Context: an optimization exercise on an open-source flow, tuned for small area, a short achievable clock period and few clock cycles per item. The choices shown serve that exercise and are no tape-out recipe.
In this exercise RTL edits were held to simulation tests only and were not proved equivalent to the original.
No activity file was given, so power comes from the tool's default toggle rates.

## flow/design.v (module list and top-level ports; edited modules follow where they fit)
// module lstm: 209 lines
// module gate: 91 lines
// module dot_prod: 452 lines
// module booth_enc: 25 lines
// module weightRAM: 10 lines
// module sigmoid: 22 lines
// module tanh: 22 lines
module lstm (inputVec, trainingFlag, clock, reset, newSample, dataoutReady, outputVec);
  // ...
==> flow/weights.hex <==
001b7ff4ffeac40132
006080396ffb6bfda1
005d7fc8400203fd1e
ff548049100e1bfeb5
000d7fd8500d840451
00f90012000c1ffbfd
ffb7bfea3ffad80010
000000000000000000
ffebfffffff64bfbc6
febdbfff60077ffae8
fea8ffa96004b402b3
ff59003d0ff4980527
004a404f8ff07fff1d
ff5c003c7015bffc39
0078ffefaffe3000fe
000000000000000000
fecb3ffcf0104402e8
ff7f80284ff1cbfe3f
ffa9ffd81014fc0369
ff26c02d2005e003f2
feabbff5aff4a3fb32
00ca00020ff8cbfcef
0207c085f01dd00832
000000000000000000
0069ffb81fed4bfabc
feadffd67002f7fbc9
00aec0563ff7e8006a
fee10047b008e7fc79
ffef8026601233fac0
ff70403540050c044a
0035c00b20047fff81
000000000000000000
==> flow/flow/run.sh <==
#!/bin/bash
# The standard layout (standard.sh: the standard synthesis and ORFS
# flow, unchanged), with a larger setup-repair margin so that repair_timing
# keeps improving paths past what the 12 ns period alone asks for.
# ORFS writes each step's full log under orfs/logs; make's output goes to
# standard.log here.
bash standard.sh SETUP_SLACK_MARGIN=${FLOW_SETUP_MARGIN:-7.8} finish > standard.log 2>&1
==> flow/standard.sh <==
#!/bin/bash
# synth_recipe.tcl (not shown) runs the flow's synth.tcl, then flattens the netlist and writes it again
# the make line also repeats each setting of config.mk as NAME=value (left out here)
make -C /OpenROAD-flow-scripts/flow DESIGN_CONFIG=/design/flow/config.mk WORK_HOME=/design/flow/orfs CLKGATE_MAP_FILE= SYNTH_SCRIPT=/design/flow/synth_recipe.tcl "${@:-finish}"
==> flow/config.mk <==
export PLATFORM = sky130hd
export DESIGN_NAME = lstm
export DESIGN_NICKNAME = lstm
export VERILOG_FILES = /design/flow/design.v
export SDC_FILE = /design/flow/constraint.sdc
export NUM_CORES = 4
export LEC_CHECK = 0
export ABC_CLOCK_PERIOD_IN_PS = 5000
export CAP_MARGIN = 20
export CORE_MARGIN = 2
export CORE_UTILIZATION = 45
export PLACE_DENSITY = 0.6
export SETUP_SLACK_MARGIN = 5
export SLEW_MARGIN = 20
==> flow/constraint.sdc <==
create_clock -name core_clock -period 12.0 [get_ports {clock}]
set_input_delay 2.4000 -clock core_clock [delete_from_list [all_inputs] [get_ports {clock}]]
set_output_delay 2.4000 -clock core_clock [all_outputs]
set_load 0.01 [all_outputs]
==> run notes, run 1 <==
Hold Path Cell Cnt 2; Filler cells 12,110; Slew headroom 21.51%; CP peak stage delay 0.55 ns; Commonest cells post-synth 918 x inv_1, 597 x dfxtp_1, 484 x fa_1; Post-Synth Adder-Cell Area 20.41%; hold wc startpoint U[3].LANE.c[1]; R2R Path End U[0].LANE.c[16]; Hold Buf Count CTS 0; Hold Path End U[3].LANE.c[1]; num sequential 837; status timing/DRC/antenna clean; crit path capture type flip-flop; largest net degree at the start of global routing 82; cell area after synthesis 0.06120 mm²; maxcap violations 0; clock skew 0.03718 ns; most common cell after layout, fill and taps aside inv_1; NetSw 10.33 mW; biggest regs U.LANE.R: 116 flops, U.LANE.S: 116 flops, U.LANE.C: 112 flops; Area after DPL 0.06372 mm²; Clock buf/inv share 4.451%; GR peak layer met2; multi-input combinational area share 54.88%; area grow syn2layout 17.22%; crit path launch type flip-flop; sequential share of the synthesized area 31.30%; Post-synth EDFFs 240; R2R Path Start U[3].LANE.kk[0]; post-synth top area cell dfxtp_1; Num CTS Buffers 94; Flop pwr share 21.0%; H-tree Lvls 3; CP bufs+invs 3; final setup fails 0; multiplexer share of the synthesized area 3.193%; buffer share of cell area 5.865%
Testbench counts, summed over its fixed seeds: cycles 13,128, items 320.
==> module lstm, before the edit <==
module lstm (inputVec, trainingFlag, clock, reset, newSample, dataoutReady, outputVec);
    input  [35:0] inputVec;
    input         trainingFlag;
    input         clock;
    input         reset;
    input         newSample;
    output reg    dataoutReady;
    output [71:0] outputVec;
    localparam LAST = 6'd40;
    reg        busy;
    reg [5:0]  cnt;
    wire [5:0] cnt_n = reset ? 6'd0 : busy ? (cnt == LAST ? 6'd0 : cnt + 6'd1) : (newSample ? 6'd1 : 6'd0);
    wire [5:0] cnt_p = busy ? cnt + 6'd1 : 6'd1;
    wire [5:0] cnt_pp = (busy && cnt != LAST) ? cnt + 6'd2 : 6'd1;
    reg  [2:0] xsrc_n, bsrc_n, esrc_n;
    reg        psrc_n, ntanh_n;
    reg  [4:0] waddr_n;
    reg  [2:0] xsrc;
    reg  [2:0] bsrc_r, esrc_r;
    reg        psrc_r, ntanh_r;
    reg  [4:0] waddr;
    always @(*) begin
        xsrc_n = 3'd0; bsrc_n = 3'd0; esrc_n = 3'd0; psrc_n = 1'b0; ntanh_n = 1'b0; waddr_n = 5'd0;
        case (cnt_pp)
            6'd1: begin xsrc_n = 3'd0; bsrc_n = 3'd0; esrc_n = 3'd1; psrc_n = 1'b0; ntanh_n = 1'b0; waddr_n = 5'd0; end   
            6'd2: begin xsrc_n = 3'd1; bsrc_n = 3'd0; esrc_n = 3'd0; psrc_n = 1'b0; ntanh_n = 1'b0; waddr_n = 5'd1; end   
            6'd3: begin xsrc_n = 3'd2; bsrc_n = 3'd0; esrc_n = 3'd0; psrc_n = 1'b0; ntanh_n = 1'b0; waddr_n = 5'd2; end   
            6'd4: begin xsrc_n = 3'd3; bsrc_n = 3'd0; esrc_n = 3'd0; psrc_n = 1'b0; ntanh_n = 1'b0; waddr_n = 5'd3; end   
            6'd5: begin xsrc_n = 3'd4; bsrc_n = 3'd0; esrc_n = 3'd0; psrc_n = 1'b0; ntanh_n = 1'b0; waddr_n = 5'd4; end   
            6'd6: begin xsrc_n = 3'd5; bsrc_n = 3'd0; esrc_n = 3'd0; psrc_n = 1'b0; ntanh_n = 1'b0; waddr_n = 5'd5; end   
            6'd7: begin xsrc_n = 3'd0; bsrc_n = 3'd0; esrc_n = 3'd1; psrc_n = 1'b0; ntanh_n = 1'b0; waddr_n = 5'd8; end   
            6'd8: begin xsrc_n = 3'd1; bsrc_n = 3'd0; esrc_n = 3'd0; psrc_n = 1'b0; ntanh_n = 1'b0; waddr_n = 5'd9; end   
            6'd9: begin xsrc_n = 3'd0; bsrc_n = 3'd1; esrc_n = 3'd2; psrc_n = 1'b0; ntanh_n = 1'b1; waddr_n = 5'd0; end   
            6'd10: begin xsrc_n = 3'd2; bsrc_n = 3'd0; esrc_n = 3'd0; psrc_n = 1'b0; ntanh_n = 1'b0; waddr_n = 5'd10; end   
            6'd11: begin xsrc_n = 3'd0; bsrc_n = 3'd2; esrc_n = 3'd3; psrc_n = 1'b0; ntanh_n = 1'b1; waddr_n = 5'd0; end   
            6'd12: begin xsrc_n = 3'd3; bsrc_n = 3'd0; esrc_n = 3'd0; psrc_n = 1'b0; ntanh_n = 1'b0; waddr_n = 5'd11; end   
            6'd13: begin xsrc_n = 3'd4; bsrc_n = 3'd0; esrc_n = 3'd0; psrc_n = 1'b0; ntanh_n = 1'b0; waddr_n = 5'd12; end   
            6'd14: begin xsrc_n = 3'd5; bsrc_n = 3'd0; esrc_n = 3'd0; psrc_n = 1'b0; ntanh_n = 1'b0; waddr_n = 5'd13; end   
            6'd15: begin xsrc_n = 3'd0; bsrc_n = 3'd0; esrc_n = 3'd1; psrc_n = 1'b0; ntanh_n = 1'b0; waddr_n = 5'd16; end   
            6'd16: begin xsrc_n = 3'd1; bsrc_n = 3'd0; esrc_n = 3'd0; psrc_n = 1'b0; ntanh_n = 1'b0; waddr_n = 5'd17; end   
            6'd17: begin xsrc_n = 3'd0; bsrc_n = 3'd1; esrc_n = 3'd2; psrc_n = 1'b0; ntanh_n = 1'b0; waddr_n = 5'd0; end   
            6'd18: begin xsrc_n = 3'd2; bsrc_n = 3'd0; esrc_n = 3'd0; psrc_n = 1'b0; ntanh_n = 1'b0; waddr_n = 5'd18; end   
            6'd19: begin xsrc_n = 3'd0; bsrc_n = 3'd2; esrc_n = 3'd3; psrc_n = 1'b0; ntanh_n = 1'b0; waddr_n = 5'd0; end   
            6'd20: begin xsrc_n = 3'd3; bsrc_n = 3'd0; esrc_n = 3'd0; psrc_n = 1'b0; ntanh_n = 1'b0; waddr_n = 5'd19; end   
            6'd21: begin xsrc_n = 3'd0; bsrc_n = 3'd2; esrc_n = 3'd0; psrc_n = 1'b0; ntanh_n = 1'b0; waddr_n = 5'd0; end   
            6'd22: begin xsrc_n = 3'd4; bsrc_n = 3'd0; esrc_n = 3'd0; psrc_n = 1'b0; ntanh_n = 1'b0; waddr_n = 5'd20; end   
            6'd23: begin xsrc_n = 3'd5; bsrc_n = 3'd0; esrc_n = 3'd0; psrc_n = 1'b0; ntanh_n = 1'b0; waddr_n = 5'd21; end   
            6'd24: begin xsrc_n = 3'd0; bsrc_n = 3'd0; esrc_n = 3'd1; psrc_n = 1'b0; ntanh_n = 1'b0; waddr_n = 5'd24; end   
            6'd25: begin xsrc_n = 3'd1; bsrc_n = 3'd0; esrc_n = 3'd0; psrc_n = 1'b0; ntanh_n = 1'b0; waddr_n = 5'd25; end   
            6'd26: begin xsrc_n = 3'd0; bsrc_n = 3'd1; esrc_n = 3'd2; psrc_n = 1'b0; ntanh_n = 1'b0; waddr_n = 5'd0; end   
            6'd27: begin xsrc_n = 3'd2; bsrc_n = 3'd0; esrc_n = 3'd0; psrc_n = 1'b0; ntanh_n = 1'b0; waddr_n = 5'd26; end   
            6'd28: begin xsrc_n = 3'd0; bsrc_n = 3'd2; esrc_n = 3'd3; psrc_n = 1'b0; ntanh_n = 1'b0; waddr_n = 5'd0; end   
            6'd29: begin xsrc_n = 3'd3; bsrc_n = 3'd0; esrc_n = 3'd0; psrc_n = 1'b0; ntanh_n = 1'b0; waddr_n = 5'd27; end   
            6'd30: begin xsrc_n = 3'd0; bsrc_n = 3'd2; esrc_n = 3'd4; psrc_n = 1'b0; ntanh_n = 1'b0; waddr_n = 5'd0; end   
            6'd31: begin xsrc_n = 3'd4; bsrc_n = 3'd0; esrc_n = 3'd0; psrc_n = 1'b0; ntanh_n = 1'b0; waddr_n = 5'd28; end   
            6'd32: begin xsrc_n = 3'd5; bsrc_n = 3'd0; esrc_n = 3'd0; psrc_n = 1'b0; ntanh_n = 1'b0; waddr_n = 5'd29; end   
            6'd34: begin xsrc_n = 3'd0; bsrc_n = 3'd1; esrc_n = 3'd2; psrc_n = 1'b1; ntanh_n = 1'b1; waddr_n = 5'd0; end   
            6'd35: begin xsrc_n = 3'd0; bsrc_n = 3'd1; esrc_n = 3'd2; psrc_n = 1'b0; ntanh_n = 1'b0; waddr_n = 5'd0; end   
            6'd36: begin xsrc_n = 3'd0; bsrc_n = 3'd2; esrc_n = 3'd3; psrc_n = 1'b1; ntanh_n = 1'b1; waddr_n = 5'd0; end   
            6'd37: begin xsrc_n = 3'd0; bsrc_n = 3'd2; esrc_n = 3'd3; psrc_n = 1'b0; ntanh_n = 1'b0; waddr_n = 5'd0; end   
            6'd39: begin xsrc_n = 3'd0; bsrc_n = 3'd2; esrc_n = 3'd0; psrc_n = 1'b0; ntanh_n = 1'b0; waddr_n = 5'd0; end   
            default: ;
        endcase
    end
    wire start = !busy && newSample && !reset;
    always @(*) begin
        if (reset) begin
            bsrc_r = 3'd0; esrc_r = 3'd1; psrc_r = 1'b0; ntanh_r = 1'b0;
        end else if (start) begin
            bsrc_r = 3'd0; esrc_r = 3'd0; psrc_r = 1'b0; ntanh_r = 1'b0;
        end else begin
            bsrc_r = bsrc_n; esrc_r = esrc_n; psrc_r = psrc_n; ntanh_r = ntanh_n;
        end
    end
    always @(posedge clock) begin
        if (reset) begin
            xsrc <= 3'd0; waddr <= 5'd0;
        end else if (start) begin
            xsrc <= 3'd1; waddr <= 5'd1;
        end else begin
            xsrc <= xsrc_n; waddr <= waddr_n;
        end
    end
    reg [1:0] asel_n;
    reg [1:0] kk_n;
    reg [4:0] en_n;    
    always @(*) begin
        asel_n = 2'd0;
        case (cnt_p)
            6'd1: asel_n = 2'd0;   
            6'd2: asel_n = 2'd0;   
            6'd3: asel_n = 2'd0;   
            6'd4: asel_n = 2'd0;   
            6'd5: asel_n = 2'd0;   
            6'd6: asel_n = 2'd0;   
            6'd7: asel_n = 2'd0;   
            6'd8: asel_n = 2'd0;   
            6'd9: asel_n = 2'd1;   
            6'd10: asel_n = 2'd0;   
            6'd11: asel_n = 2'd1;   
            6'd12: asel_n = 2'd0;   
            6'd13: asel_n = 2'd0;   
            6'd14: asel_n = 2'd0;   
            6'd15: asel_n = 2'd0;   
            6'd16: asel_n = 2'd0;   
            6'd17: asel_n = 2'd1;   
            6'd18: asel_n = 2'd0;   
            6'd19: asel_n = 2'd1;   
            6'd20: asel_n = 2'd0;   
            6'd21: asel_n = 2'd3;   
            6'd22: asel_n = 2'd0;   
            6'd23: asel_n = 2'd0;   
            6'd24: asel_n = 2'd0;   
            6'd25: asel_n = 2'd0;   
            6'd26: asel_n = 2'd1;   
            6'd27: asel_n = 2'd0;   
            6'd28: asel_n = 2'd1;   
            6'd29: asel_n = 2'd0;   
            6'd30: asel_n = 2'd2;   
            6'd31: asel_n = 2'd0;   
            6'd32: asel_n = 2'd0;   
            6'd34: asel_n = 2'd2;   
            6'd35: asel_n = 2'd1;   
            6'd36: asel_n = 2'd2;   
            6'd37: asel_n = 2'd1;   
            6'd39: asel_n = 2'd3;   
            default: ;
        endcase
    end
    always @(*) begin
        kk_n = 2'd0; en_n = 5'd0;
        case (cnt_p)
            6'd2: begin kk_n = 2'd0; en_n = 5'b00001; end   
            6'd3: begin kk_n = 2'd1; en_n = 5'b00001; end   
            6'd4: begin kk_n = 2'd2; en_n = 5'b00001; end   
            6'd5: begin kk_n = 2'd1; en_n = 5'b00001; end   
            6'd6: begin kk_n = 2'd1; en_n = 5'b00001; end   
            6'd7: begin kk_n = 2'd1; en_n = 5'b00011; end   
            6'd8: begin kk_n = 2'd0; en_n = 5'b00001; end   
            6'd9: begin kk_n = 2'd1; en_n = 5'b00001; end   
            6'd10: begin kk_n = 2'd0; en_n = 5'b00000; end   
            6'd11: begin kk_n = 2'd2; en_n = 5'b00001; end   
            6'd12: begin kk_n = 2'd0; en_n = 5'b00100; end   
            6'd13: begin kk_n = 2'd1; en_n = 5'b00001; end   
            6'd14: begin kk_n = 2'd1; en_n = 5'b00001; end   
            6'd15: begin kk_n = 2'd1; en_n = 5'b00011; end   
            6'd16: begin kk_n = 2'd0; en_n = 5'b00001; end   
            6'd17: begin kk_n = 2'd1; en_n = 5'b00001; end   
            6'd18: begin kk_n = 2'd0; en_n = 5'b00000; end   
            6'd19: begin kk_n = 2'd2; en_n = 5'b00001; end   
            6'd20: begin kk_n = 2'd0; en_n = 5'b00000; end   
            6'd21: begin kk_n = 2'd1; en_n = 5'b00001; end   
            6'd22: begin kk_n = 2'd0; en_n = 5'b00100; end   
            6'd23: begin kk_n = 2'd1; en_n = 5'b00001; end   
            6'd24: begin kk_n = 2'd1; en_n = 5'b00011; end   
            6'd25: begin kk_n = 2'd0; en_n = 5'b00001; end   
            6'd26: begin kk_n = 2'd1; en_n = 5'b00001; end   
            6'd27: begin kk_n = 2'd0; en_n = 5'b00000; end   
            6'd28: begin kk_n = 2'd2; en_n = 5'b00001; end   
            6'd29: begin kk_n = 2'd0; en_n = 5'b00000; end   
            6'd30: begin kk_n = 2'd1; en_n = 5'b00001; end   
            6'd31: begin kk_n = 2'd0; en_n = 5'b01000; end   
            6'd32: begin kk_n = 2'd1; en_n = 5'b00001; end   
            6'd33: begin kk_n = 2'd1; en_n = 5'b00011; end   
            6'd35: begin kk_n = 2'd0; en_n = 5'b00000; end   
            6'd36: begin kk_n = 2'd0; en_n = 5'b00000; end   
            6'd37: begin kk_n = 2'd0; en_n = 5'b00100; end   
            6'd38: begin kk_n = 2'd0; en_n = 5'b00000; end   
            6'd40: begin kk_n = 2'd0; en_n = 5'b10000; end   
            default: ;
        endcase
    end
    wire [4:0] en_r = reset ? 5'd0 : en_n;
    always @(posedge clock) begin
        cnt <= cnt_n;
        if (reset) begin
            busy <= 1'b0;
            dataoutReady <= 1'b0;
        end else begin
            dataoutReady <= busy && cnt == LAST;
            if (busy) busy <= cnt != LAST;
            else busy <= newSample;
        end
    end
    wire [12:0] h_q [0:3];
    reg  [17:0] xb;
    always @(*) begin
        case (xsrc)
            3'd0:    xb = inputVec[17:0];
            3'd1:    xb = inputVec[35:18];
            3'd2:    xb = {{5{h_q[0][12]}}, h_q[0]};
            3'd3:    xb = {{5{h_q[1][12]}}, h_q[1]};
            3'd4:    xb = {{5{h_q[2][12]}}, h_q[2]};
            default: xb = {{5{h_q[3][12]}}, h_q[3]};
        endcase
    end
    wire [71:0] wrow, brow;
    weightRAM ROM (.addr(waddr), .baddr({waddr[4:3], 3'd6}), .word(wrow), .bias(brow));
    genvar r;
    generate
        for (r = 0; r < 4; r = r + 1) begin : U
            gate LANE (.clock(clock), .reset(reset), .xb(xb),
                       .w_n(wrow[18*r +: 13]), .bias_n(brow[18*r +: 18]),
                       .bsrc_n(bsrc_r), .esrc_n(esrc_r), .psrc_n(psrc_r), .ntanh_n(ntanh_r),
                       .asel_n(asel_n), .kk_n(kk_n), .en_n(en_r), .h(h_q[r]));
            assign outputVec[18*r +: 18] = {{5{h_q[r][12]}}, h_q[r]};
        end
    endgenerate
endmodule
==> module gate, before the edit <==
module gate (clock, reset, xb, w_n, bias_n, bsrc_n, esrc_n, psrc_n, ntanh_n,
             asel_n, kk_n, en_n, h);
    input             clock, reset;
    input      [17:0] xb;
    input      [12:0] w_n;
    input      [17:0] bias_n;
    input      [2:0]  bsrc_n, esrc_n;
    input             psrc_n, ntanh_n;
    input      [1:0]  asel_n;
    input      [1:0]  kk_n;
    input      [4:0]  en_n;
    output reg [12:0] h;
    localparam A_XB = 2'd0, A_GV = 2'd1, A_C = 2'd2, A_ZR = 2'd3;
    localparam B_W = 3'd0, B_P2 = 3'd1, B_Y = 3'd2, B_ZR = 3'd3;
    localparam E_ZERO = 3'd0, E_BIAS = 3'd1, E_P1 = 3'd2, E_P0 = 3'd3, E_ZR = 3'd4;
    reg  [2:0]  bsrc, esrc;
    reg         psrc, ntanh;
    reg  [1:0]  kk;
    reg  [4:0]  en;
    always @(posedge clock) begin
        bsrc <= bsrc_n; esrc <= esrc_n; psrc <= psrc_n; ntanh <= ntanh_n;
        kk <= kk_n; en <= en_n;
    end
    reg  [28:0] R;
    reg  [17:0] gv, c;
    reg  [12:0] zr;
    wire [28:0] Y;
    wire [17:0] pv = psrc ? c : gv;
    wire [2:0]  si, ti;
    wire [17:0] sp2, sp1, sp0, tp2, tp1, tp0;
    sigmoid SG (.operand(pv), .idx(si), .sel(si), .p2(sp2), .p1(sp1), .p0(sp0));
    tanh    TG (.operand(pv), .idx(ti), .sel(ti), .p2(tp2), .p1(tp1), .p0(tp0));
    wire [17:0] p2 = ntanh ? tp2 : sp2;
    wire [17:0] p1 = ntanh ? tp1 : sp1;
    wire [17:0] p0 = ntanh ? tp0 : sp0;
    reg  [12:0] b_n;
    always @(*) begin
        case (bsrc)
            B_W:     b_n = w_n;
            B_P2:    b_n = p2[12:0];
            B_Y:     b_n = Y[23:11];
            default: b_n = zr;
        endcase
    end
    wire [6:0] bone_n, btwo_n, bneg_n;
    booth_enc ENC (.b(b_n), .bone(bone_n), .btwo(btwo_n), .bneg(bneg_n));
    reg  [6:0] bone, btwo, bneg;
    reg [17:0] eq;
    always @(posedge clock) begin
        bone <= bone_n;
        btwo <= btwo_n;
        bneg <= bneg_n;
        case (esrc)
            E_BIAS:  eq <= bias_n;
            E_P1:    eq <= p1;
            E_P0:    eq <= p0;
            E_ZR:    eq <= {{5{zr[12]}}, zr};
            default: eq <= 18'd0;
        endcase
    end
    reg [17:0] A;
    always @(posedge clock) begin
        case (asel_n)
            A_XB:    A <= xb;
            A_GV:    A <= gv;
            A_C:     A <= c;
            default: A <= {{5{zr[12]}}, zr};
        endcase
    end
    wire [28:0] s_n, c_n;
    dot_prod CSA (.a(A), .bone(bone), .btwo(btwo), .bneg(bneg), .e(eq), .s(s_n), .c(c_n));
    reg  [28:0] S, C;
    always @(posedge clock) begin
        S <= s_n;
        C <= c_n;
    end
    wire [28:0] K = kk == 2'd1 ? R : kk == 2'd2 ? {R[28:11], 11'd0} : 29'd0;
    assign Y = S + C + K;
    always @(posedge clock) begin
        if (en[0]) R  <= Y;
        if (en[1]) gv <= Y[28:11];
        if (en[2]) zr <= Y[23:11];
        if (reset) begin
            c <= 18'd0;
            h <= 13'd0;
        end else begin
            if (en[3]) c <= Y[28:11];
            if (en[4]) h <= Y[23:11];
        end
    end
endmodule
==> inputs of run 2 (changes only) <==
--- a/flow/design.v
+++ b/flow/design.v
@@ -131,37 +131,37 @@
         kk_n = 2'd0; en_n = 5'd0;
         case (cnt_p)
             6'd2: begin kk_n = 2'd0; en_n = 5'b00001; end   
-            6'd3: begin kk_n = 2'd1; en_n = 5'b00001; end   
+            6'd3: begin kk_n = 2'd3; en_n = 5'b00001; end   
             6'd4: begin kk_n = 2'd2; en_n = 5'b00001; end   
-            6'd5: begin kk_n = 2'd1; en_n = 5'b00001; end   
-            6'd6: begin kk_n = 2'd1; en_n = 5'b00001; end   
-            6'd7: begin kk_n = 2'd1; en_n = 5'b00011; end   
+            6'd5: begin kk_n = 2'd3; en_n = 5'b00001; end   
+            6'd6: begin kk_n = 2'd3; en_n = 5'b00001; end   
+            6'd7: begin kk_n = 2'd3; en_n = 5'b00011; end   
             6'd8: begin kk_n = 2'd0; en_n = 5'b00001; end   
-            6'd9: begin kk_n = 2'd1; en_n = 5'b00001; end   
+            6'd9: begin kk_n = 2'd3; en_n = 5'b00001; end   
             6'd10: begin kk_n = 2'd0; en_n = 5'b00000; end   
             6'd11: begin kk_n = 2'd2; en_n = 5'b00001; end   
             6'd12: begin kk_n = 2'd0; en_n = 5'b00100; end   
-            6'd13: begin kk_n = 2'd1; en_n = 5'b00001; end   
-            6'd14: begin kk_n = 2'd1; en_n = 5'b00001; end   
-            6'd15: begin kk_n = 2'd1; en_n = 5'b00011; end   
+            6'd13: begin kk_n = 2'd3; en_n = 5'b00001; end   
+            6'd14: begin kk_n = 2'd3; en_n = 5'b00001; end   
+            6'd15: begin kk_n = 2'd3; en_n = 5'b00011; end   
             6'd16: begin kk_n = 2'd0; en_n = 5'b00001; end   
-            6'd17: begin kk_n = 2'd1; en_n = 5'b00001; end   
+            6'd17: begin kk_n = 2'd3; en_n = 5'b00001; end   
             6'd18: begin kk_n = 2'd0; en_n = 5'b00000; end   
             6'd19: begin kk_n = 2'd2; en_n = 5'b00001; end   
             6'd20: begin kk_n = 2'd0; en_n = 5'b00000; end   
-            6'd21: begin kk_n = 2'd1; en_n = 5'b00001; end   
+            6'd21: begin kk_n = 2'd3; en_n = 5'b00001; end   
             6'd22: begin kk_n = 2'd0; en_n = 5'b00100; end   
-            6'd23: begin kk_n = 2'd1; en_n = 5'b00001; end   
-            6'd24: begin kk_n = 2'd1; en_n = 5'b00011; end   
+            6'd23: begin kk_n = 2'd3; en_n = 5'b00001; end   
+            6'd24: begin kk_n = 2'd3; en_n = 5'b00011; end   
             6'd25: begin kk_n = 2'd0; en_n = 5'b00001; end   
-            6'd26: begin kk_n = 2'd1; en_n = 5'b00001; end   
+            6'd26: begin kk_n = 2'd3; en_n = 5'b00001; end   
             6'd27: begin kk_n = 2'd0; en_n = 5'b00000; end   
             6'd28: begin kk_n = 2'd2; en_n = 5'b00001; end   
             6'd29: begin kk_n = 2'd0; en_n = 5'b00000; end   
-            6'd30: begin kk_n = 2'd1; en_n = 5'b00001; end   
+            6'd30: begin kk_n = 2'd3; en_n = 5'b00001; end   
             6'd31: begin kk_n = 2'd0; en_n = 5'b01000; end   
-            6'd32: begin kk_n = 2'd1; en_n = 5'b00001; end   
-            6'd33: begin kk_n = 2'd1; en_n = 5'b00011; end   
+            6'd32: begin kk_n = 2'd3; en_n = 5'b00001; end   
+            6'd33: begin kk_n = 2'd3; en_n = 5'b00011; end   
             6'd35: begin kk_n = 2'd0; en_n = 5'b00000; end   
             6'd36: begin kk_n = 2'd0; en_n = 5'b00000; end   
             6'd37: begin kk_n = 2'd0; en_n = 5'b00100; end   
@@ -283,11 +283,14 @@
         S <= s_n;
         C <= c_n;
     end
-    wire [28:0] K = kk == 2'd1 ? R : kk == 2'd2 ? {R[28:11], 11'd0} : 29'd0;
-    assign Y = S + C + K;
+    wire [28:0] K = {R[28:11] & {18{kk[1]}}, R[10:0] & {11{kk[0]}}};
+    wire [28:0] ks = S ^ C ^ K;
+    wire [28:0] kc = (S & C) | (S & K) | (C & K);
+    wire [28:0] Y3 = ks + {kc[27:0], 1'b0};
+    assign Y = S + C;              
     always @(posedge clock) begin
-        if (en[0]) R  <= Y;
-        if (en[1]) gv <= Y[28:11];
+        if (en[0]) R  <= Y3;
+        if (en[1]) gv <= Y3[28:11];
         if (en[2]) zr <= Y[23:11];
         if (reset) begin
             c <= 18'd0;
==> flow/flow/run.sh (replaced) <==
#!/bin/bash
# The standard layout (standard.sh: the standard synthesis and ORFS
# flow, unchanged), with a larger setup-repair margin so that repair_timing
# keeps improving paths past what the 12 ns period alone asks for.
# ORFS writes each step's full log under orfs/logs; make's output goes to
# standard.log here.
bash standard.sh SETUP_SLACK_MARGIN=${FLOW_SETUP_MARGIN:-8.0} finish > standard.log 2>&1
==> run 2 against run 1 <==
Against the previous run: clock power barely moved; critical path depth rose by 2; wire length rose by 6.0%; sequential share of layout area fell by 0.27 points; die area rose by 3.8%; worst setup slack improved by 0.26 ns; combinational power fell by 19%; flip-flop and latch count did not move; core utilization fell by 1.1 points; highest routed layer unchanged.
==> run notes, run 2 <==
worst min-delay path category reg -> reg (unchanged); CP cell instances buf_12, buf_4, buf_16, buf_12, and2_4, fa_1, ha_4, o211ai_1, o211ai_1, a221oi_2, buf_4, o21ai_4, a41oi_2, buf_6, a211o_1, nand2_2, nor2_1, o21bai_2, xnor2_2 (was nor2b_4, buf_12, buf_12, buf_16, nand2_4, fa_1, fa_2, nor2b_4, o31a_1, o211ai_1, o221ai_4, a221o_2, a21oi_4, o221ai_2, xor2_2, mux2i_1, nor2_1); sequential share of the synthesized area 30.14% (was 31.30%); largest net degree at the start of global routing 89 (was 82); Async SR Flop Fraction 0% (unchanged); count leader, synth inv_1 (unchanged); worst reg2reg path depth 19 (was 17); GR Layer Usage met2 46.08% (was 45.71%); clock skew 0.04390 ns (was 0.03718 ns); Slew Limit Fails 0 (unchanged); area grow syn2layout 14.33% (was 17.22%); gpl congestion 1.049 (was 1.031); Routed Antenna Nets 0 (unchanged); fin worst setup slack 7.832 ns (was 7.569 ns); leakage 29.74 nW (was 30.43 nW); num rows 137 (was 135); crit path capture type flip-flop (unchanged); fin crit period 4.168 ns (was 4.431 ns); grt ovf 0 (unchanged); WP data required 12.46 ns (was 12.58 ns); first-pass GRT wire length 335.3 mm (was 317.6 mm); Clock Tree Buf Depth 3 (unchanged); Worst path slowest cell fa_1 (was a221o_2); final setup fails 0 (unchanged); Slew @ Worst Pin 1.381 ns (was 1.177 ns); R2R Path Start U[3].LANE.kk[0] (unchanged); biggest regs U.LANE.R: 116 flops, U.LANE.S: 116 flops, U.LANE.C: 112 flops (unchanged); critical path depth 19 (was 17); ys flop type dfxtp_1 (unchanged); Place WS 6.417 ns (was 6.517 ns); Slew headroom 7.582% (was 21.51%); CTS tree done (unchanged); Num CTS Buffers 97 (was 94); Peak VDD IR 0.0002389 V (was 0.0002712 V); vias in the first global route 51,490 (was 48,930); Routed Wire Length 227.4 mm (was 214.5 mm); hold wc startpoint U[3].LANE.c[6] (was U[3].LANE.c[1]); H-tree Lvls 3 (unchanged); # nets final 7,596 (was 7,429); total power 19.61 mW (was 22.23 mW); Final HPWL DP 157.7 mm (was 147.3 mm); status timing/DRC/antenna clean (unchanged); R2R Path End U[1].LANE.gv[17] (was U[0].LANE.c[16]); clock sink count 837 (unchanged); CP bufs+invs 6 (was 3); Area contributors post-synth dfxtp_1 19%, fa_1 15%, edfxtp_1 11%, ha_1 6.5%, a22oi_1 5.3% (was dfxtp_1 20%, fa_1 16%, edfxtp_1 12%, inv_1 5.6%, a22oi_1 5.5%); Die Width 379.8 µm (was 372.8 µm); final non-filler cell area 0.07267 mm² (was 0.07174 mm²); GR peak layer met2 (unchanged); Hold Fails Final Rpt 0 (unchanged); gr usage total 30.69% (was 30.07%); Syn Area/Cell 9.430 µm² (was 9.233 µm²); Max Freq 239.9 MHz (was 225.7 MHz); Power Density 269.8 mW/mm² (was 309.9 mW/mm²); crit path launch type flip-flop (unchanged); most frequent cells in the layout 619 x inv_1, 537 x dfxtp_1, 497 x nand2_1 (was 907 x inv_1, 556 x dfxtp_1, 476 x fa_1); Synth Register Bits 837 (unchanged); clk_lat worst skew 0.75 ns (was 0.74 ns); input/output buffers 111 (unchanged); cell area after synthesis 0.06357 mm² (was 0.06120 mm²); TNS Setup 0 ns (unchanged); drt drc 0 (unchanged); Post-Syn Nets 7,597 (was 7,377); post-synth top area share 18.80% (was 19.53%); clock root cell clkbuf_16 (unchanged); antenna violations before repair 27 (was 12); die area 0.1443 mm² (was 0.1390 mm²); met1 usage 42.79% (was 42.02%); Die H 379.8 µm (was 372.8 µm); internal reg-to-reg setup slack 7.83 ns (was 7.57 ns); most common cell after layout, fill and taps aside inv_1 (unchanged); Initial Util 45.45% (was 45.24%); count of cell types in the netlist 100 (was 92); Hold Path Cell Cnt 2 (unchanged); Worst-path clk slew 0.07 ns (was 0.06 ns); Commonest cells post-synth 624 x inv_1, 597 x dfxtp_1, 501 x nand2_1 (was 918 x inv_1, 597 x dfxtp_1, 484 x fa_1); CP peak stage delay 0.50 ns (was 0.55 ns); layout cells sized above 1 11.87% (was 13.35%); GRT met3 Usage 6.558% (was 5.779%); maxcap violations 0 (unchanged); drt first pass iters 6 (was 7); IO Count 113 (unchanged); DR vias 52,540 (was 50,150); Tcrit/Tclk final 34.73% (was 36.93%); routed len/inst 26.10 µm (was 25.09 µm); crit-path max FO 8 (was 7); Hold Path End U[3].LANE.A[6] (was U[3].LANE.c[1]); YS warnings 5 (unchanged); post-synth top area cell dfxtp_1 (unchanged); Worst EP arrival 4.63 ns (was 5.01 ns); crit path kind reg -> reg (unchanged); Area after DPL 0.06595 mm² (was 0.06372 mm²); Syn Inst Count 6,741 (was 6,629); Vias/cell 6.029 (was 5.867); RSZ-0062 raised after global routing true (unchanged); family with the most delay on the worst path compound AO/OA/AOI/OAI gates (unchanged); 1st-iter DRT viols 6,413 (was 4,985); Placeable Area 0.1399 mm² (was 0.1353 mm²); Post-synth EDFFs 240 (unchanged)
## run 2: changes by cell type after synthesis, sizes merged, moves of 40 or more
| cell | before | now |
|---|---|---|
| and2 | 75 | 145 |
| a32oi | 5 | 51 |
| ha | 224 | 332 |
| inv | 919 | 625 |
| o221ai | 67 | 17 |
| a21oi | 358 | 318 |
## run 2: final cells by class
cell class / instances / area [µm²]
Multi-Input combinational cell: 4821 / 41980
Clock buffer: 131 / 2770
Clock inverter: 53 / 442.9
Fill cell: 12850 / 67200
Sequential cell: 837 / 19320
Timing Repair Buffer: 353 / 3405
Antenna cell: 13 / 32.53
Tap cell: 1876 / 2347
Inverter: 630 / 2376
## run 2: stage by stage
| step | std cells | hold WS [ns] | utilization, % |
|---|---|---|---|
| floorplan | 6741 | 0.3290 | - |
| global placement | 8358 | 0.4684 | 47.15 |
| detailed placement | 8358 | 0.4771 | 47.15 |
| CTS | 8636 | 0.4729 | 51.01 |
| global route | 8703 | 0.5051 | 51.94 |
| finish | 8714 | 0.4748 | 51.96 |
## run 2: power by group
part | switching (mW) | internal [mW]
Sequential | 0.664 | 4.12
Clock | 1.30 | 1.70
Combinational | 6.98 | 4.84
## run 2: worst max-delay path by stage
stage / slack, ns / endpoint / from
6_report: 7.83 / U[1].LANE.gv[17] / U[3].LANE.kk[0]
5_1_grt: 7.66 / U[3].LANE.gv[17] / U[3].LANE.kk[0]
4_1_cts: 7.85 / U[0].LANE.gv[17] / U[3].LANE.kk[0]
3_5_place_dp: 6.42 / U[0].LANE.A[17] / cnt[0]
3_3_place_gp: 6.44 / U[0].LANE.A[17] / cnt[0]
2_1_floorplan: 8.06 / U[3].LANE.R[27] / U[3].LANE.kk[1]
## run 2: worst min-delay path: stages, from the launching register on
cell and delay, ns:
dfxtp_1 0.31, nand2_1 0.05, a32oi_1 0.09
## run 2: cell families after synthesis
family / Yosys count / synth area share [%]
AOI/OAI and AO/OA: 1627 / 17.64
and+or+nand+nor: 1462 / 10.80
buffers and inverters: 1085 / 6.588
DFF: 837 / 30.14
adders and majority gates: 816 / 21.78
xor gates and xnor gates: 736 / 10.14
muxes: 178 / 2.915
## run 2: what timing repair did
item | 4_1_cts | 5_1_grt
pin swaps | 73 | 110
resized for setup | 378 | 147
hold endpoints to repair | 0 | 0
gates cloned | 11 | 3
buffers inserted | 83 | 62
setup endpoints to repair | 356 | 176
hold buffers | 0 | 0
## run 2: per-layer routing
metal | part of all wire (%) | up-vias
met3 | 9.5 | 440
met1 | 43 | 26270
met2 | 44 | 2517
li1 | - | 23280
met4 | 4.1 | 24
met5 | 0.069 | -
Testbench counts of run 2, summed over its fixed seeds: cycles 13,128, items 320.
==> inputs of run 3 (changes only) <==
--- a/flow/config.mk
+++ b/flow/config.mk
@@ -5,7 +5,7 @@
 export SDC_FILE = /design/flow/constraint.sdc
 export NUM_CORES = 4
 export LEC_CHECK = 0
-export ABC_CLOCK_PERIOD_IN_PS = 5000
+export ABC_AREA = 1
 export CAP_MARGIN = 20
 export CORE_MARGIN = 2
 export CORE_UTILIZATION = 45
==> run 3 against run 2 <==
Against the previous run: cell count is 17% higher; still clean on timing, DRC and antenna; hold slack worse by 0.019 ns; largest cell class unchanged; non-clock buffer count is 159 lower; sequential power is 4.4% higher; die area is 3.3% higher; highest routed layer unchanged.
==> run notes, run 3 <==
RSZ-0062 raised after global routing true (unchanged); Num CTS Buffers 97 (unchanged); crit path capture type flip-flop (unchanged); Post-synth EDFFs 240 (unchanged); worst min-delay path category reg -> reg (unchanged); clk_lat worst skew 0.73 ns (was 0.75 ns); die area 0.1490 mm² (was 0.1443 mm²); Hold Fails Final Rpt 0 (unchanged); routed length on met3 22.38 mm (was 21.51 mm); dpl cells 9,973 (was 8,358); gpl congestion 1.047 (was 1.049); ys flop type dfxtp_1 (unchanged); YS warnings 5 (unchanged); Slew Limit Fails 0 (unchanged); Vias/cell 5.658 (was 6.029); Worst path slowest cell inv_1 (was fa_1); Die H 386.0 µm (was 379.8 µm); clock sink count 837 (unchanged); post-synth top area share 18.20% (was 18.80%); DR vias 57,650 (was 52,540); post-synth top area cell dfxtp_1 (unchanged); top sig layer met5 (unchanged); largest net degree at the start of global routing 77 (was 89); WP data required 12.61 ns (was 12.46 ns); clock root cell clkbuf_16 (unchanged); most frequent cells in the layout 1,486 x nand2_1, 1,301 x inv_1, 636 x xor2_1 (was 619 x inv_1, 537 x dfxtp_1, 497 x nand2_1); Commonest cells post-synth 1,494 x nand2_1, 1,312 x inv_1, 636 x xor2_1 (was 624 x inv_1, 597 x dfxtp_1, 501 x nand2_1); CP cell instances buf_4, inv_1, nand3_1, o21ai_0 (was buf_12, buf_4, buf_16, buf_12, and2_4, fa_1, ha_4, o211ai_1, o211ai_1, a221oi_2, buf_4, o21ai_4, a41oi_2, buf_6, a211o_1, nand2_2, nor2_1, o21bai_2, xnor2_2); count of cell types in the netlist 63 (was 100); family with the most delay on the worst path buffers and inverters (was compound AO/OA/AOI/OAI gates); met2 WL 108.5 mm (was 99.38 mm); leakage 34.24 nW (was 29.74 nW); Routed Wire Length 246.0 mm (was 227.4 mm); drt drc 0 (unchanged); grt ovf 0 (unchanged); # nets final 9,043 (was 7,596); TNS Setup 0 ns (unchanged); clock skew 0.03063 ns (was 0.04390 ns); Placeable Area 0.1452 mm² (was 0.1399 mm²); Async SR Flop Fraction 0% (unchanged); area grow syn2layout 9.658% (was 14.33%); Hold Buf Count CTS 0 (unchanged); layout cells sized above 1 5.488% (was 11.87%); Post-Syn Nets 9,094 (was 7,597); cell area after synthesis 0.06568 mm² (was 0.06357 mm²); final core utilization 49.60% (was 51.96%); most common cell after layout, fill and taps aside nand2_1 (was inv_1); count leader, synth nand2_1 (was inv_1); H-tree Lvls 3 (unchanged); Worst EP arrival 4.57 ns (was 4.63 ns); crit path launch type primary input (was flip-flop); Slew headroom 24.86% (was 7.582%); fin crit period 3.959 ns (was 4.168 ns); Initial Util 45.23% (was 45.45%); Routed Antenna Nets 0 (unchanged); crit path kind in -> reg (was reg -> reg); Final HPWL DP 191.2 mm (was 157.7 mm); final setup fails 0 (unchanged); Tcrit/Tclk final 32.99% (was 34.73%); CTS tree done (unchanged); Filler cells 14,090 (was 12,850); Die Width 386.0 µm (was 379.8 µm); Synth Register Bits 837 (unchanged); Area contributors post-synth dfxtp_1 18%, fa_1 15%, edfxtp_1 11%, nand2_1 8.5%, xor2_1 8.5% (was dfxtp_1 19%, fa_1 15%, edfxtp_1 11%, ha_1 6.5%, a22oi_1 5.3%); routed len/inst 24.14 µm (was 26.10 µm); Worst-path clk slew 0.07 ns (about the same); Max Freq 252.6 MHz (was 239.9 MHz); gr usage total 32.64% (was 30.69%); status timing/DRC/antenna clean (unchanged); Syn Inst Count 8,238 (was 6,741); biggest regs U.LANE.R: 116 flops, U.LANE.S: 116 flops, U.LANE.C: 112 flops (unchanged); Clock Tree Buf Depth 3 (unchanged); drt first pass iters 6 (unchanged); antenna violations before repair 24 (was 27); num rows 140 (was 137); first-pass GRT wire length 361.1 mm (was 335.3 mm); IO Count 113 (unchanged); sequential share of the synthesized area 29.17% (was 30.14%); Final Instance Count excl. Fillers 10,190 (was 8,714); maxcap violations 0 (unchanged); input/output buffers 111 (unchanged); Metal-1 WL 106.2 mm (was 97.10 mm); CP bufs+invs 2 (was 6); Peak VDD IR 0.0001973 V (was 0.0002389 V); 1st-iter DRT viols 6,532 (was 6,413); Slew @ Worst Pin 1.126 ns (was 1.381 ns); CP peak stage delay 0.79 ns (was 0.50 ns); vias in the first global route 55,100 (was 51,490); Syn Area/Cell 7.973 µm² (was 9.430 µm²); Power Density 325.2 mW/mm² (was 269.8 mW/mm²); crit-path max FO 61 (was 8)
-- run 3: kinds of logic (layout without fill, tap and decap cells) --
group | count (synthesis) | after routing | synth area share [%]
compound gates | 1382 | 1382 | 12.13
xor+xnor | 705 | 705 | 9.401
fa+ha+maj | 816 | 816 | 21.08
buf+inv | 1732 | 1765 | 10.09
flops | 837 | 837 | 29.17
mux | 11 | 11 | 0.1810
other cells | 0 | 1 | 0
simple gates | 2755 | 2756 | 17.95
-- run 3: worst min-delay path, delay by kind of cell, from the launching register on --
family | cells | cell delay [ns]
DFF | 1 | 0.32
and+or+nand+nor | 2 | 0.10
-- run 3: cell type report --
class | instances | area [µm²] | area share [%]
diodes | 1 | 2.502 | 0.003474
clock buffers | 135 | 2872 | 3.987
clock inverters | 49 | 410.4 | 0.5698
inverters | 1387 | 5286 | 7.340
multi-input cells | 5670 | 40080 | 55.65
flip-flops and latches | 837 | 19270 | 26.75
well taps | 1917 | 2399 | 3.330
repair buffers | 194 | 1705 | 2.368
-- run 3: stage by stage --
step                      setup WS [ns]  total power [mW]  area, µm²  hold slack, ns
after floorplan                   8.385             14.83      65680          0.3290
after global placement            6.990             19.95      68200          0.4430
after detailed placement          6.977             20.14      68220          0.4469
after CTS                         8.009             23.36      71720          0.4560
after global routing              7.939             25.53      72020          0.4738
final                             8.041             23.42      72020          0.4563
-- run 3: path summary, 6_finish.rpt --
check	from	endpoint	slack (ns)	cells after the start
worst max-delay path	reset	cnt[0]	8.04	4
worst min-delay path	U[0].LANE.c[3]	U[0].LANE.A[3]	0.46	2
worst max register to register	xsrc[1]	U[3].LANE.A[12]	8.06	9
worst min register to register	U[0].LANE.c[3]	U[0].LANE.A[3]	0.46	2
-- run 3: power breakdown --
group	switching (mW)	internal [mW]	total [mW]
Sequential	0.649	4.35	5.00
Clock	1.30	1.75	3.05
Combinational	10.0	5.32	15.4
Total	12.0	11.4	23.4
-- run 3: routing by layer --
metal,vias up,GRT usage [%]
li1,26540,-
met1,28010,45.76
met2,2668,50.62
met3,418,6.170
met4,14,10.44
met5,-,0
-- run 3: repair_timing --
item	4_1_cts	5_1_grt
cloned	1	0
endpoints found under the setup margin	232	95
gates resized for setup	158	41
buffers inserted	13	18
pin swaps	1	2
==> inputs of run 4 (changes only) <==
--- a/flow/config.mk
+++ b/flow/config.mk
@@ -8,7 +8,7 @@
 export ABC_AREA = 1
 export CAP_MARGIN = 20
 export CORE_MARGIN = 2
-export CORE_UTILIZATION = 45
-export PLACE_DENSITY = 0.6
+export CORE_UTILIZATION = 60
+export PLACE_DENSITY = 0.75
 export SETUP_SLACK_MARGIN = 5
 export SLEW_MARGIN = 20
==> run 4 against run 3 <==
Against the previous run: still clean; count of clock-buffer cells in the layout is 7 lower; final area is 1.2% lower; flip-flop and latch count stayed put; sequential share of layout area is 0.31 points higher; register-to-register slack better by 0.02 ns; global-route usage is 9.2 points higher; via count is 3.1% higher; clock skew is 0.0023 ns higher; maximum frequency is 0.32% lower; power hardly changed; wire length is 3.2% lower.
==> run notes, run 4 <==
TNS Setup 0 ns (unchanged); Hold Fails Final Rpt 0 (unchanged); biggest regs U.LANE.R: 116 flops, U.LANE.S: 116 flops, U.LANE.C: 112 flops (unchanged); routed len/inst 24.61 µm (was 24.14 µm); post-synth top area cell dfxtp_1 (unchanged); Tcrit/Tclk final 33.10% (was 32.99%); R2R Path End U[2].LANE.S[20] (was U[3].LANE.A[12]); sequential share of the synthesized area 29.17% (unchanged); Post-Synth Adder-Cell Area 21.08% (unchanged); antenna violations before repair 19 (was 24); WP data required 12.56 ns (was 12.61 ns); Min Hold Slack 0.4573 ns (was 0.4563 ns); Routed Antenna Nets 0 (unchanged); Area after DPL 0.06760 mm² (was 0.06822 mm²); # nets final 9,037 (was 9,043); Vias/cell 6.138 (was 5.658); crit path kind in -> reg (unchanged); input/output buffers 111 (unchanged); maxcap violations 0 (unchanged); R2R Path Start U[2].LANE.bone[3] (was xsrc[1]); gpl congestion 1.071 (was 1.047); worst min-delay path category reg -> reg (unchanged); Slew @ Worst Pin 1.083 ns (was 1.126 ns); hold wc startpoint U[2].LANE.c[3] (was U[0].LANE.c[3]); Die H 334.9 µm (was 386.0 µm); Final HPWL DP 182.9 mm (was 191.2 mm); H-tree Lvls 3 (unchanged); Worst-path clk slew 0.06 ns (was 0.07 ns); Area contributors post-synth dfxtp_1 18%, fa_1 15%, edfxtp_1 11%, nand2_1 8.5%, xor2_1 8.5% (unchanged); top sig layer met5 (unchanged); clock sink count 837 (unchanged); internal reg-to-reg setup slack 8.08 ns (was 8.06 ns); Async SR Flop Fraction 0% (unchanged); 1st-iter DRT viols 7,966 (was 6,532); final core utilization 65.49% (was 49.60%); routed length on met3 31.83 mm (was 22.38 mm); met2 WL 99.52 mm (was 108.5 mm); vias in the first global route 56,610 (was 55,100); status timing/DRC/antenna clean (unchanged); Metal-1 WL 96.45 mm (was 106.2 mm); leakage 34.14 nW (was 34.24 nW); final setup fails 0 (unchanged); Peak VDD IR 0.0002437 V (was 0.0001973 V); clk_lat worst skew 0.70 ns (was 0.73 ns); worst reg2reg path depth 10 (was 9); drt first pass iters 15 (was 6); Commonest cells post-synth 1,494 x nand2_1, 1,312 x inv_1, 636 x xor2_1 (unchanged); area grow syn2layout 8.384% (was 9.658%); largest family of logic cells by synthesized area adder cells (unchanged); most common cell after layout, fill and taps aside nand2_1 (unchanged); fin crit period 3.972 ns (was 3.959 ns); multiplexer share of the synthesized area 0.1810% (unchanged); cell area after synthesis 0.06568 mm² (unchanged); Post-synth EDFFs 240 (unchanged); drt drc 0 (unchanged); crit-path max FO 2 (was 61); Syn Area/Cell 7.973 µm² (unchanged); Die Width 334.9 µm (was 386.0 µm); largest net degree at the start of global routing 73 (was 77); IO Count 113 (unchanged); post-synth top area share 18.20% (unchanged); Filler cells 9,295 (was 14,090); gr usage total 41.79% (was 32.64%); Placeable Area 0.1087 mm² (was 0.1452 mm²); most frequent cells in the layout 1,486 x nand2_1, 1,303 x inv_1, 636 x xor2_1 (was 1,486 x nand2_1, 1,301 x inv_1, 636 x xor2_1); Hold Path Cell Cnt 2 (unchanged); clock skew 0.03289 ns (was 0.03063 ns); layout cells sized above 1 5.315% (was 5.488%); grt ovf 0 (unchanged); count of cell types in the netlist 63 (unchanged); crit path capture type flip-flop (unchanged); crit path launch type primary input (unchanged); Slew Limit Fails 0 (unchanged); Power Density 328.9 mW/mm² (was 325.2 mW/mm²); Routed Wire Length 238.2 mm (was 246.0 mm); Synth Register Bits 837 (unchanged); Hold Path End U[2].LANE.A[3] (was U[0].LANE.A[3]); DR vias 59,420 (was 57,650); RSZ-0062 raised after global routing true (unchanged); Num CTS Buffers 92 (was 97); Post-Synth Simple-Gate Area 17.95% (unchanged); Worst EP arrival 4.53 ns (was 4.57 ns); Clock Tree Buf Depth 3 (unchanged); ys flop type dfxtp_1 (unchanged); area share of xor/xnor cells in the synthesized design 9.401% (unchanged); clock root cell clkbuf_16 (unchanged); Compound-Gate Fraction of Synth Area 12.13% (unchanged); CTS tree done (unchanged); Initial Util 60.42% (was 45.23%); die area 0.1121 mm² (was 0.1490 mm²); Post-Syn Nets 9,094 (unchanged); count leader, synth nand2_1 (unchanged); YS warnings 5 (unchanged); final non-filler cell area 0.07119 mm² (was 0.07202 mm²); Max Freq 251.8 MHz (was 252.6 MHz); Syn Inst Count 8,238 (unchanged); first-pass GRT wire length 352.2 mm (was 361.1 mm); num rows 121 (was 140); Slew headroom 27.69% (was 24.86%)
==> run 4: cell count changes in the layout (fill, tap and decap cells not counted), moves of 4 or more <==
| cell | before | now |
|---|---|---|
| dfxtp_4 | 26 | 21 |
| diode_2 | 1 | 8 |
| dfxtp_1 | 561 | 552 |
| clkinv_4 | 7 | 2 |
| bufinv_16 | 3 | 8 |
| clkbuf_16 | 106 | 100 |
| clkbuf_8 | 11 | 7 |
| dfxtp_2 | 10 | 24 |
| buf_4 | 77 | 73 |
==> run 4: metal layers <==
metal	up-vias	GRT usage (%)
met5	-	0
met4	26	15.24
met3	618	11.94
met2	3832	60.99
met1	28420	58.95
li1	26530	-
==> run 4: cell type report <==
cell class	instances	area [µm²]	share of cell area (%)
clock inverter	44	483.0	0.6785
inverter	1387	5265	7.396
clock buffer	128	2678	3.761
timing repair buffer	192	1677	2.355
sequential	837	19270	27.07
antenna	8	20.02	0.02812
tap	1414	1769	2.485
multi-input combinational	5671	40030	56.23
==> run 4: worst max path at each step <==
stage,cells after the start,startpoint,to
after floorplan,11,U[1].LANE.bneg[4],U[1].LANE.S[19]
after global placement,6,inputVec[26],U[1].LANE.A[8]
after detailed placement,6,inputVec[28],U[3].LANE.A[10]
after CTS,1,U[0].LANE.h[12],outputVec[16]
after global routing,15,cnt[0],U[3].LANE.A[17]
final,7,inputVec[26],U[0].LANE.A[8]
==> run 4: per-stage QoR <==
stage	std cells	worst slack, ns	total power [mW]
floorplan	8238	8.385	14.83
global placement	9472	7.033	19.48
detailed placement	9473	7.332	19.85
CTS	9657	7.917	23.09
global route	9676	7.998	25.29
finish	9681	8.028	23.41
==> run 4: timing repair <==
action / in CTS / in global routing
gates cloned: 1 / 1
gates resized for setup: 153 / 39
setup buffers: 11 / 15
endpoints found under the setup margin: 220 / 148
pin swaps: 1 / 2
hold buffers: 0 / 0
==> run 4: worst max-delay path, stage by stage <==
cell,delay (ns)
clkdlybuf4s50_1,0.59
a221oi_1,0.37
nand2_1,0.13
o21ai_0,0.42
buf_2,0.29
buf_4,0.21
nand4_1,0.10
==> run 4: power by group <==
group | switching [mW] | total, mW | internal (mW)
combinational | 10.0 | 15.4 | 5.35
clock | 1.27 | 3.01 | 1.74
sequential | 0.665 | 5.01 | 4.35
==> run 4: kinds of logic after synthesis <==
group	Yosys count
AO/OA/AOI/OAI	1382
XOR/XNOR	705
adder cells (fa/ha/maj)	816
buffers and inverters	1732
flip-flops	837
multiplexers	11
AND/OR/NAND/NOR	2755
==> inputs of run 5 (changes only) <==
==> flow/flow/run.sh (replaced) <==
#!/bin/bash
# The standard layout (standard.sh: the standard synthesis and ORFS
# flow, unchanged), with a larger setup-repair margin so that repair_timing
# keeps improving paths past what the 12 ns period alone asks for.
# ORFS writes each step's full log under orfs/logs; make's output goes to
# standard.log here.
bash standard.sh SETUP_SLACK_MARGIN=${FLOW_SETUP_MARGIN:-8.4} finish > standard.log 2>&1
--- a/flow/config.mk
+++ b/flow/config.mk
@@ -8,7 +8,7 @@
 export ABC_AREA = 1
 export CAP_MARGIN = 20
 export CORE_MARGIN = 2
-export CORE_UTILIZATION = 60
-export PLACE_DENSITY = 0.75
+export CORE_UTILIZATION = 45
+export PLACE_DENSITY = 0.6
 export SETUP_SLACK_MARGIN = 5
 export SLEW_MARGIN = 20
==> run 5 against run 4 <==
Against the previous run: wire length rose by 13%; clock power grew 3%; largest power group unchanged; cell count grew 7.6%; sequential power about the same; hold slack gained 0.0034 ns; still clean; clock skew is 0.012 ns higher; register-to-register slack better by 0.26 ns; flip-flop and latch count unchanged; critical endpoint is now outputVec[66]; synthesized cell count stayed put.
==> run notes, run 5 <==
status timing/DRC/antenna clean (unchanged); CP peak stage delay 0.45 ns (was 0.59 ns); Syn Inst Count 8,238 (unchanged); biggest regs U.LANE.R: 116 flops, U.LANE.S: 116 flops, U.LANE.C: 112 flops (unchanged); Placeable Area 0.1452 mm² (was 0.1087 mm²); Hold Fails Final Rpt 0 (unchanged); CP cell instances buf_6, buf_6 (was clkdlybuf4s50_1, a221oi_1, nand2_1, o21ai_0, buf_2, buf_4, nand4_1); Die H 386.0 µm (was 334.9 µm); CP dominant cell by count buf_6; Worst-path clk slew 0.06 ns (about the same); Area contributors post-synth dfxtp_1 18%, fa_1 15%, edfxtp_1 11%, nand2_1 8.5%, xor2_1 8.5% (unchanged); Worst EP arrival 1.38 ns (was 4.53 ns); Initial Util 45.23% (was 60.42%); maxcap violations 0 (unchanged); WP data required 9.60 ns (was 12.56 ns); Routed Antenna Nets 0 (unchanged); Syn Area/Cell 7.973 µm² (unchanged); vias in the first global route 56,410 (was 56,610); 1st-iter DRT viols 6,653 (was 7,966); RSZ-0062 raised after global routing true (unchanged); worst min-delay path category reg -> reg (unchanged); layout cells sized above 1 11.63% (was 5.315%); Place WS 7.014 ns (was 7.332 ns); post-synth top area cell dfxtp_1 (unchanged); Post-Syn Nets 9,094 (unchanged); drt drc 0 (unchanged); clock root cell clkbuf_16 (unchanged); antenna violations before repair 13 (was 19); clock skew 0.04504 ns (was 0.03289 ns); Post-synth EDFFs 240 (unchanged); drt first pass iters 6 (was 15); final setup fails 0 (unchanged); Routed Wire Length 270.2 mm (was 238.2 mm); Clock Tree Buf Depth 3 (unchanged); clk_lat worst skew 0.74 ns (was 0.70 ns); routed length on met3 24.97 mm (was 31.83 mm); num rows 140 (was 121); top sig layer met5 (unchanged); grt ovf 0 (unchanged); CP bufs+invs 2 (was 3); CTS tree done (unchanged); family with the most delay on the worst path flip-flops (was buffers and inverters); ys flop type dfxtp_1 (unchanged); crit path capture type primary output (was flip-flop); Final Instance Count excl. Fillers 10,410 (was 9,681); gr usage total 35.30% (was 41.79%); fin worst setup slack 8.222 ns (was 8.028 ns); crit path kind reg -> out (was in -> reg); IO Count 113 (unchanged); most common cell after layout, fill and taps aside nand2_1 (unchanged); Slew headroom 27.83% (was 27.69%); gpl congestion 1.012 (was 1.071); Vias/cell 5.692 (was 6.138); Synth Register Bits 837 (unchanged); clock sink count 837 (unchanged); # nets final 9,264 (was 9,037); leakage 35.38 nW (was 34.14 nW); Metal-1 WL 111.8 mm (was 96.45 mm); Peak VDD IR 0.0002055 V (was 0.0002437 V); post-synth top area share 18.20% (unchanged); DR vias 59,280 (was 59,420); largest net degree at the start of global routing 77 (was 73); Final HPWL DP 208.0 mm (was 182.9 mm); met2 WL 121.7 mm (was 99.52 mm); die area 0.1490 mm² (was 0.1121 mm²); input/output buffers 111 (unchanged); cell area after synthesis 0.06568 mm² (unchanged); count of cell types in the netlist 63 (unchanged); fin crit period 3.778 ns (was 3.972 ns); Slew Limit Fails 0 (unchanged); Hold Buf Count CTS 0 (unchanged); sequential share of the synthesized area 29.17% (unchanged); YS warnings 5 (unchanged); count leader, synth nand2_1 (unchanged); area grow syn2layout 14.77% (was 8.384%); dpl cells 9,980 (was 9,473); Max Freq 264.7 MHz (was 251.8 MHz); routed len/inst 25.95 µm (was 24.61 µm); Power Density 322.7 mW/mm² (was 328.9 mW/mm²); first-pass GRT wire length 384.0 mm (was 352.2 mm); TNS Setup 0 ns (unchanged); Async SR Flop Fraction 0% (unchanged); Tcrit/Tclk final 31.48% (was 33.10%); Num CTS Buffers 98 (was 92); most frequent cells in the layout 1,475 x nand2_1, 1,259 x inv_1, 630 x xor2_1 (was 1,486 x nand2_1, 1,303 x inv_1, 636 x xor2_1); final core utilization 51.91% (was 65.49%); crit-path max FO 7 (was 2); Worst path slowest cell dfxtp_4 (was clkdlybuf4s50_1); H-tree Lvls 3 (unchanged); Slew @ Worst Pin 1.083 ns (about the same); Die Width 386.0 µm (was 334.9 µm); Commonest cells post-synth 1,494 x nand2_1, 1,312 x inv_1, 636 x xor2_1 (unchanged); crit path launch type flip-flop (was primary input)
run 5: cell counts after synthesis:
No cell type changed its count.
run 5: power by group:
| group | switching [mW] | internal [mW] | total [mW] |
|---|---|---|---|
| combinational | 10.5 | 5.70 | 16.2 |
| clock | 1.30 | 1.79 | 3.09 |
| sequential | 0.672 | 4.35 | 5.02 |
| total | 12.5 | 11.8 | 24.3 |
run 5: what timing repair did:
action,CTS,global route
cloned,6,7
hold endpoints to repair,0,0
resized for setup,685,220
endpoints found under the setup margin,529,352
pin swaps,14,33
setup buffers,101,131
run 5: tightest hold or removal path: stages, from the launching register on:
cell and delay [ns]:
edfxtp_1 0.32, nand2_1 0.05, nand4_1 0.07
run 5: cell families after synthesis:
logic type | Yosys count | synth area share, %
fa+ha+maj | 816 | 21.08
buf+inv | 1732 | 10.09
xor+xnor | 705 | 9.401
mux | 11 | 0.1810
flops | 837 | 29.17
simple gates | 2755 | 17.95
compound gates | 1382 | 12.13
run 5: layout make-up:
class,count,area (µm²)
fillers,14010,69840
multi-input cells,5672,40760
flip-flops and latches,837,19440
inverters,1387,5548
repair buffers,407,3904
clock buffers,131,2773
well taps,1917,2399
clock inverters,51,511.7
repair inverters,5,30.03
diodes,7,17.52
run 5: routing by layer:
metal  global-route usage [%]  vias up
met1                    47.84    28890
met3                    6.721      478
li1                         -    26990
met2                    56.22     2918
met5                        0        -
met4                    12.29        6
run 5: final timing paths:
check | from | end | slack [ns] | depth (start not counted)
hold / removal | U[0].LANE.gv[10] | U[0].LANE.A[10] | 0.46 | 2
setup / recovery | U[3].LANE.h[12] | outputVec[66] | 8.22 | 2
hold reg to reg | U[0].LANE.gv[10] | U[0].LANE.A[10] | 0.46 | 2
setup reg to reg | U[3].LANE.kk[0] | U[2].LANE.R[25] | 8.34 | 18
run 5: through the flow:
| step | cell area (µm²) | hold slack [ns] | total power, mW |
|---|---|---|---|
| 3_5_place_dp | 68260 | 0.4473 | 20.27 |
| 5_1_grt | 75370 | 0.4682 | 26.41 |
| 3_3_place_gp | 68260 | 0.4440 | 20.14 |
| 2_1_floorplan | 65680 | 0.3290 | 14.83 |
| 4_1_cts | 73360 | 0.4626 | 23.75 |
| 6_report | 75380 | 0.4606 | 24.32 |
==> inputs of run 6 (changes only) <==
--- a/flow/design.v
+++ b/flow/design.v
@@ -182,16 +182,16 @@
             else busy <= newSample;
         end
     end
-    wire [12:0] h_q [0:3];
+    wire [17:0] h_q [0:3];
     reg  [17:0] xb;
     always @(*) begin
         case (xsrc)
             3'd0:    xb = inputVec[17:0];
             3'd1:    xb = inputVec[35:18];
-            3'd2:    xb = {{5{h_q[0][12]}}, h_q[0]};
-            3'd3:    xb = {{5{h_q[1][12]}}, h_q[1]};
-            3'd4:    xb = {{5{h_q[2][12]}}, h_q[2]};
-            default: xb = {{5{h_q[3][12]}}, h_q[3]};
+            3'd2:    xb = h_q[0];
+            3'd3:    xb = h_q[1];
+            3'd4:    xb = h_q[2];
+            default: xb = h_q[3];
         endcase
     end
     wire [71:0] wrow, brow;
@@ -203,7 +203,7 @@
                        .w_n(wrow[18*r +: 13]), .bias_n(brow[18*r +: 18]),
                        .bsrc_n(bsrc_r), .esrc_n(esrc_r), .psrc_n(psrc_r), .ntanh_n(ntanh_r),
                        .asel_n(asel_n), .kk_n(kk_n), .en_n(en_r), .h(h_q[r]));
-            assign outputVec[18*r +: 18] = {{5{h_q[r][12]}}, h_q[r]};
+            assign outputVec[18*r +: 18] = h_q[r];
         end
     endgenerate
 endmodule
@@ -218,7 +218,7 @@
     input      [1:0]  asel_n;
     input      [1:0]  kk_n;
     input      [4:0]  en_n;
-    output reg [12:0] h;
+    output reg [17:0] h;
     localparam A_XB = 2'd0, A_GV = 2'd1, A_C = 2'd2, A_ZR = 2'd3;
     localparam B_W = 3'd0, B_P2 = 3'd1, B_Y = 3'd2, B_ZR = 3'd3;
     localparam E_ZERO = 3'd0, E_BIAS = 3'd1, E_P1 = 3'd2, E_P0 = 3'd3, E_ZR = 3'd4;
@@ -294,10 +294,10 @@
         if (en[2]) zr <= Y[23:11];
         if (reset) begin
             c <= 18'd0;
-            h <= 13'd0;
+            h <= 18'd0;
         end else begin
             if (en[3]) c <= Y[28:11];
-            if (en[4]) h <= Y[23:11];
+            if (en[4]) h <= Y[28:11];
         end
     end
 endmodule
==> run 6 against run 5 <==
Against the previous run: non-clock buffer count is 33 lower; flip-flop and latch count grew 20; largest cell class unchanged; sequential share of layout area increased by 0.51 points; clock skew down 0.0045 ns; highest routed layer unchanged.
==> run notes, run 6 <==
Area contributors post-synth dfxtp_1 19%, fa_1 15%, edfxtp_1 11%, xor2_1 8.4%, nand2_1 8.1% (was dfxtp_1 18%, fa_1 15%, edfxtp_1 11%, nand2_1 8.5%, xor2_1 8.5%); gr usage total 33.93% (was 35.30%); input/output buffers 111 (unchanged); area grow syn2layout 13.36% (was 14.77%); routed length on met3 26.15 mm (was 24.97 mm); post-synth top area cell dfxtp_1 (unchanged); drt first pass iters 6 (unchanged); largest net degree at the start of global routing 75 (was 77); Power Density 317.6 mW/mm² (was 322.7 mW/mm²); sequential share of the synthesized area 29.34% (was 29.17%); post-synth top area share 18.53% (was 18.20%); most common cell after layout, fill and taps aside nand2_1 (unchanged); fin worst setup slack 8.284 ns (was 8.222 ns); count leader, synth nand2_1 (unchanged); Clock Tree Buf Depth 3 (unchanged); Worst EP arrival 1.32 ns (was 1.38 ns); Initial Util 45.25% (was 45.23%); DR vias 59,210 (was 59,280); Final HPWL DP 202.8 mm (was 208.0 mm); clock skew 0.04053 ns (was 0.04504 ns); family with the most delay on the worst path flip-flops (unchanged); met2 WL 110.6 mm (was 121.7 mm); Die Width 388.9 µm (was 386.0 µm); vias in the first global route 56,620 (was 56,410); clk_lat worst skew 0.73 ns (was 0.74 ns); fin crit period 3.716 ns (was 3.778 ns); Max Freq 269.1 MHz (was 264.7 MHz); crit path kind reg -> out (unchanged); H-tree Lvls 3 (unchanged); CTS tree done (unchanged); most frequent cells in the layout 1,414 x nand2_1, 1,335 x inv_1, 635 x xor2_1 (was 1,475 x nand2_1, 1,259 x inv_1, 630 x xor2_1); Routed Antenna Nets 0 (unchanged); routed len/inst 25.04 µm (was 25.95 µm); Metal-1 WL 115.3 mm (was 111.8 mm); Peak VDD IR 0.0002246 V (was 0.0002055 V); Post-synth EDFFs 240 (unchanged); Die H 388.9 µm (was 386.0 µm); num rows 141 (was 140); status timing/DRC/antenna clean (unchanged); grt ovf 0 (unchanged); maxcap violations 0 (unchanged); final core utilization 51.29% (was 51.91%); Syn Area/Cell 8.051 µm² (was 7.973 µm²); biggest regs U.LANE.R: 116 flops, U.LANE.S: 116 flops, U.LANE.C: 112 flops (unchanged); leakage 35.38 nW (about the same); Place WS 7.098 ns (was 7.014 ns); Num CTS Buffers 99 (was 98); worst min-delay path category reg -> reg (unchanged); WP data required 9.60 ns (about the same)
run 6: cell count changes after synthesis, sizes merged, moves of 33 or more:
cell | previous run | this run
o2111ai | 22 | 55
nor2 | 551 | 438
inv | 1330 | 1404
nand4 | 169 | 102
nand3b | 28 | 65
nand2 | 1509 | 1453
run 6: through the flow:
stage / power, mW / hold WS [ns] / instance area, µm² / cells
floorplan: 14.64 / 0.3290 / 66680 / 8279
global placement: 20.18 / 0.4671 / 69340 / 10050
detailed placement: 20.28 / 0.4591 / 69350 / 10050
CTS: 23.68 / 0.4758 / 74340 / 10360
global route: 26.10 / 0.4763 / 75540 / 10440
finish: 23.99 / 0.4767 / 75550 / 10440
run 6: area by class of cell:
type                            instances  area, µm²  area share [%]
Timing Repair inverter                  4      22.52         0.02981
Tap cell                             1930       2415           3.196
Antenna cell                            6      15.01         0.01987
Clock inverter                         51      437.9          0.5796
Sequential cell                       857      19870           26.30
Multi-Input combinational cell       5626      40810           54.01
Clock buffer                          134       2821           3.734
Timing Repair Buffer                  374       3391           4.488
Inverter                             1459       5773           7.641
run 6: report_power, final:
part / leakage [nW] / switching, mW / internal (mW)
registers: 7.33 / 0.675 / 4.38
clock network: 1.60 / 1.32 / 1.74
logic: 26.4 / 10.3 / 5.53
run 6: worst paths after layout:
kind	slack (ns)	cells after the start	start	to
setup / recovery	8.28	1	U[1].LANE.h[11]	outputVec[29]
hold / removal	0.48	0	U[3].LANE.bneg[1]	U[3].LANE.S[2]
setup reg to reg	8.41	10	U[3].LANE.A[7]	U[3].LANE.S[15]
hold reg to reg	0.48	0	U[3].LANE.bneg[1]	U[3].LANE.S[2]
run 6: layer usage:
layer	vias up	global-route usage, %
met5	-	0
met4	6	10.91
met3	357	7.104
met2	2769	50.34
met1	28870	49.15
li1	27210	-
run 6: repair_timing:
action	4_1_cts	5_1_grt
pin swaps	19	17
setup endpoints to repair	525	312
resized for setup	647	168
hold buffers	0	0
cloned	0	4
buffers inserted	124	75
run 6: worst reg2reg max path, stage by stage (launching register included):
cell and delay [ns]:
dfxtp_1 0.39, clkinvlp_4 0.31, o22ai_1 0.31, xor2_1 0.13
fa_1 0.53, inv_1 0.06, fa_1 0.54, inv_1 0.06
fa_1 0.50, inv_1 0.08, fa_1 0.55
run 6: logic make-up (layout without fill, tap and decap cells):
| logic type | Yosys count | after routing | share of synthesized area [%] |
|---|---|---|---|
| flops | 857 | 857 | 29.34 |
| xor+xnor | 704 | 704 | 9.262 |
| other cells | 0 | 6 | 0 |
| compound gates | 1504 | 1504 | 13.31 |
| fa+ha+maj | 816 | 816 | 20.77 |
| simple gates | 2590 | 2590 | 16.79 |
| mux | 12 | 12 | 0.1952 |
| buf+inv | 1796 | 2022 | 10.32 |
Testbench counts of run 6, summed over its fixed seeds: cycles 13,128, items 320.
